What follows belongs to an exercise in optimizing a design on an open flow for small area and a short achievable clock period; a production flow would make more cautious choices.
RTL that was checked went through simulation tests only; none was proved equivalent to the original.
The flow treats the clock pin as an ideal source, which a real chip does not have.
No activity file was given, so power comes from the tool's default toggle rates.

Setup of job 3343:
// mul_pipe
module mul_pipe(
	input [15:0] numA59,
	input [15:0] numB59,
	input clk_59,
	input reset_59,
	output reg [15:0] Acc_result_59
);
For scale: roughly 50 I/O pins.
==> flow/config.mk <==
export PLATFORM = sky130hd
export DESIGN_NAME = mul_pipe
export DESIGN_NICKNAME = mul_pipe
export VERILOG_FILES = /design/flow/design.v
export SDC_FILE = /design/flow/constraint.sdc
export NUM_CORES = 4
export LEC_CHECK = 0
export CAP_MARGIN = 20
export CORE_MARGIN = 2
export CORE_UTILIZATION = 60
export CTS_BUF_LIST = sky130_fd_sc_hd__clkbuf_4 sky130_fd_sc_hd__clkbuf_8
export CTS_CLUSTER_DIAMETER = 60
export CTS_CLUSTER_SIZE = 30
export SETUP_SLACK_MARGIN = 3.2
export SLEW_MARGIN = 20
export TNS_END_PERCENT = 0
==> flow/constraint.sdc <==
create_clock -name core_clock -period 5.0 [get_ports {clk_59}]
set_input_delay 1.0000 -clock core_clock [delete_from_list [all_inputs] [get_ports {clk_59}]]
set_output_delay 1.0000 -clock core_clock [all_outputs]
set_load 0.01 [all_outputs]
standard.sh (not shown) runs the stock make flow with config.mk's settings and CLKGATE_MAP_FILE= SYNTH_SCRIPT=/design/flow/synth_recipe.tcl, a recipe that flattens the netlist after the stock synthesis.
==> flow/flow/run.sh <==
#!/bin/bash
# Standard ORFS layout, with plain buffers (instead of the default delay-style
# buffer) on the input and output ports, and flip-flops that drive six or more
# loads given their strongest drive before clock tree synthesis.
set -euo pipefail
export BUFFER_PORTS_ARGS="-buffer_cell sky130_fd_sc_hd__buf_1"
export PRE_CTS_TCL="$PWD/flow/upsize.tcl"
bash standard.sh synth > synth.log 2>&1
bash standard.sh > layout.log 2>&1
==> flow/flow/upsize.tcl <==
# Before clock tree synthesis: give flip-flops that drive many loads directly the
# strongest drive of their own cell family (same function, larger drive).
set n 0
foreach inst [get_cells *] {
  set ref [get_property $inst ref_name]
  if {![string match "sky130_fd_sc_hd__dfxtp_*" $ref] || $ref eq "sky130_fd_sc_hd__dfxtp_4"} continue
  set fo 0
  foreach q [get_pins -of_objects $inst -filter "direction == output"] {
    set net [get_nets -quiet -of_objects $q]
    if {$net eq ""} continue
    incr fo [llength [get_pins -quiet -of_objects $net -filter "direction == input"]]
  }
  if {$fo >= 6} {
    replace_cell $inst sky130_fd_sc_hd__dfxtp_4
    incr n
  }
}
puts "upsize.tcl: $n flip-flops set to dfxtp_4"
Job 3343 completed every stage of the flow, and the final layout passed the timing, design-rule and antenna checks.
What job 2930 does differently from job 3343 at the input level:
==> flow/flow/run.sh <==
#!/bin/bash
# Standard ORFS layout, with plain buffers (instead of the default delay-style
# buffer) on the input and output ports.
set -euo pipefail
export BUFFER_PORTS_ARGS="-buffer_cell sky130_fd_sc_hd__buf_1"
bash standard.sh synth > synth.log 2>&1
bash standard.sh > layout.log 2>&1
removed: flow/flow/upsize.tcl
==> comparison <==
Global-route usage in job 2930 vs job 3343: down 0.49 points. Job 3343 → job 2930: design area fell by 0.34%; count of nets after finishing level; setup clock skew after layout level.
For job 5595, these inputs were changed with respect to job 2930:
--- a/flow/config.mk
+++ b/flow/config.mk
@@ -12,5 +12,5 @@
 export CTS_CLUSTER_DIAMETER = 60
 export CTS_CLUSTER_SIZE = 30
-export SETUP_SLACK_MARGIN = 3.2
+export SETUP_SLACK_MARGIN = 3.0
 export SLEW_MARGIN = 20
-export TNS_END_PERCENT = 0
+export TNS_END_PERCENT = 100
Result for job 2930 and job 5595: all clean
Portion of total power attributed to combinational logic is higher on job 5595
Per the comparison of job 5595 with job 2930, global-route wire length before repair rose 350 um; total detailed-routing wirelength moved up; period utilization about even.
No run of this note included a check of the RTL's function; only the layout flow was run.


Setup of run A:
Another version of the RTL of mul_pipe (not shown whole).
For scale: about 130 flip-flops, roughly 50 I/O pins, ~0.0062 mm² of cells after synthesis.
export LEC_CHECK = 0
export CAP_MARGIN = 20
export CORE_MARGIN = 2
export CORE_UTILIZATION = 50
export CTS_BUF_LIST = sky130_fd_sc_hd__clkbuf_4 sky130_fd_sc_hd__clkbuf_8
export CTS_CLUSTER_DIAMETER = 60
export CTS_CLUSTER_SIZE = 30
export PLACE_DENSITY = 0.6
export SETUP_SLACK_MARGIN = 3.2
export SLEW_MARGIN = 20
export TNS_END_PERCENT = 0
create_clock -name core_clock -period 5.0 [get_ports {clk_59}]
==> flow/flow/run.sh <==
#!/bin/bash
# Standard ORFS layout, with plain buffers (instead of the default delay-style
# buffer) on the input and output ports.
set -euo pipefail
export BUFFER_PORTS_ARGS="-buffer_cell sky130_fd_sc_hd__buf_1"
bash standard.sh synth > synth.log 2>&1
bash standard.sh > layout.log 2>&1
For run B, these inputs were changed with respect to run A:
- a deleted PLACE_DENSITY that had been 0.6
- a change of CORE_UTILIZATION from 50 to 60
==> flow/flow/run.sh <==
#!/bin/bash
# Standard ORFS layout, with plain buffers (instead of the default delay-style
# buffer) on the input and output ports, and flip-flops that drive six or more
# loads given their strongest drive before clock tree synthesis.
set -euo pipefail
export BUFFER_PORTS_ARGS="-buffer_cell sky130_fd_sc_hd__buf_1"
export PRE_CTS_TCL="$PWD/flow/upsize.tcl"
bash standard.sh synth > synth.log 2>&1
bash standard.sh > layout.log 2>&1
==> flow/flow/upsize.tcl (new file) <==
# Before clock tree synthesis: give flip-flops that drive many loads directly the
# strongest drive of their own cell family (same function, larger drive).
set n 0
foreach inst [get_cells *] {
  set ref [get_property $inst ref_name]
  if {![string match "sky130_fd_sc_hd__dfxtp_*" $ref] || $ref eq "sky130_fd_sc_hd__dfxtp_4"} continue
  set fo 0
  foreach q [get_pins -of_objects $inst -filter "direction == output"] {
    set net [get_nets -quiet -of_objects $q]
    if {$net eq ""} continue
    incr fo [llength [get_pins -quiet -of_objects $net -filter "direction == input"]]
  }
  if {$fo >= 6} {
    replace_cell $inst sky130_fd_sc_hd__dfxtp_4
    incr n
  }
}
puts "upsize.tcl: $n flip-flops set to dfxtp_4"
### Flow results
Compared with run A, run B shows total power higher by 2.4%.
Lower routed length on met3 was reported by run A, not run B.
Diff run A..run B | worst hold slack | negligible
When the final numbers for run A and run B were put side by side, the length of routed wiring on met1 turned out to be greater in run A.
Comparing combinational logic power for run A and run B, the smaller number came from run A.
In run B, global-route usage is higher than in run A.
Run B: all stages complete, timing, DRC and antenna checks passed
Diff run A -> run B | total power divided by cell area | up slightly
Input changes introduced in run C (baseline for comparison: run B):
- removing TNS_END_PERCENT (formerly 0)
- changing SETUP_SLACK_MARGIN from 3.2 to 3.1
==> flow/flow/run.sh <==
#!/bin/bash
# Standard ORFS layout, with plain buffers (instead of the default delay-style
# buffer) on the input and output ports.
set -euo pipefail
export BUFFER_PORTS_ARGS="-buffer_cell sky130_fd_sc_hd__buf_1"
bash standard.sh synth > synth.log 2>&1
bash standard.sh > layout.log 2>&1
removed: flow/flow/upsize.tcl
==> comparison <==
Run C was carried through to the last stage, and its layout satisfied the timing, design-rule and antenna checks. Cmp run C vs run B: number of buffers other than clock buffers in the final layout higher in run C. Of run C and run B, run C shows the higher cell count, with run B below it. When run C is measured against run B, its fraction of final layout cells with drive strength greater than 1 turns out 11 points higher. When run C is set beside run B, its worst hold-check slack turns out to be 0.0065 ns smaller. Worst path setup slack after routing (run C over run B): increase, 0.029 ns.
The following lists how run D was set up differently from run C:
- SETUP_SLACK_MARGIN changed from 3.1 to 3.0
- TNS_END_PERCENT newly set to 0
- CORE_UTILIZATION changed from 60 to 70
- PLACE_DENSITY newly set to 0.75
Notes after the runs:
Higher area overhead of the layout relative to synthesis was reported by run C, not run D. Going from run C to run D, average wire per cell in the routed design grows by about 0.44%. Run D — part of the power in combinational logic 2.2 points lower, run C as reference. Final period utilization ends up lower on run C. Number of non-clock buffers in run D is 41% lower than in run C. Looking at area of all placed cells without fillers, run D sits about 9% lower than run C does. Run D finished every step from synthesis to the final layout, and the layout passed the timing, design-rule and antenna checks. Between run D and run C, the total power is lower for run D. Against run C as the reference, run D delivers a lower global-route wire length before repair. Fmax is lower on run D. Measured against run D, the final cell count of run C comes out at 1.09 times the reference value.

[afterwards: timing with drivers on the ports]
The results above use ideal ports. As a check the final layouts listed here were re-extracted and re-timed, cells and wires unchanged.
Step 1: set_driving_cell puts a clkbuf_16 on clk_59 and a buf_2 on each other input, an assumption about the parent block.
Step 2 times the ports against the registers' clock, not the clock port: input delays grow and output delays shrink by t, the midpoint of the rising clock arrivals with the driver on.
Three values: ideal, step 1, step 2; two values: the first two.
| run | shift t [ns] | slack for setup (ns) | slew at the worst register clock pin (ns) | worst data-port slew with drivers (ns) |
|---|---|---|---|---|
| job 3343 | 0.455 | 2.891 / 2.891 / 2.771 | 0.07 / 0.07 | 0.03 |
| job 2930 | 0.465 | 2.904 / 2.904 / 2.772 | 0.07 / 0.07 | 0.03 |
| job 5595 | 0.447 | 2.900 / 2.900 / 2.786 | 0.08 / 0.08 | 0.03 |
| run A | 0.462 | 2.971 / 2.971 / 2.692 | 0.07 / 0.07 | 0.03 |
| run B | 0.462 | 3.021 / 3.021 / 2.777 | 0.09 / 0.09 | 0.03 |
| run C | 0.469 | 3.050 / 3.050 / 2.805 | 0.08 / 0.08 | 0.03 |
| run D | 0.448 | 2.952 / 2.952 / 2.758 | 0.08 / 0.08 | 0.03 |
After both steps every run listed still meets setup and hold. For run A, which loses most, drivers alone change the setup slack by 0.000 ns; drivers and shift together by -0.279 ns.
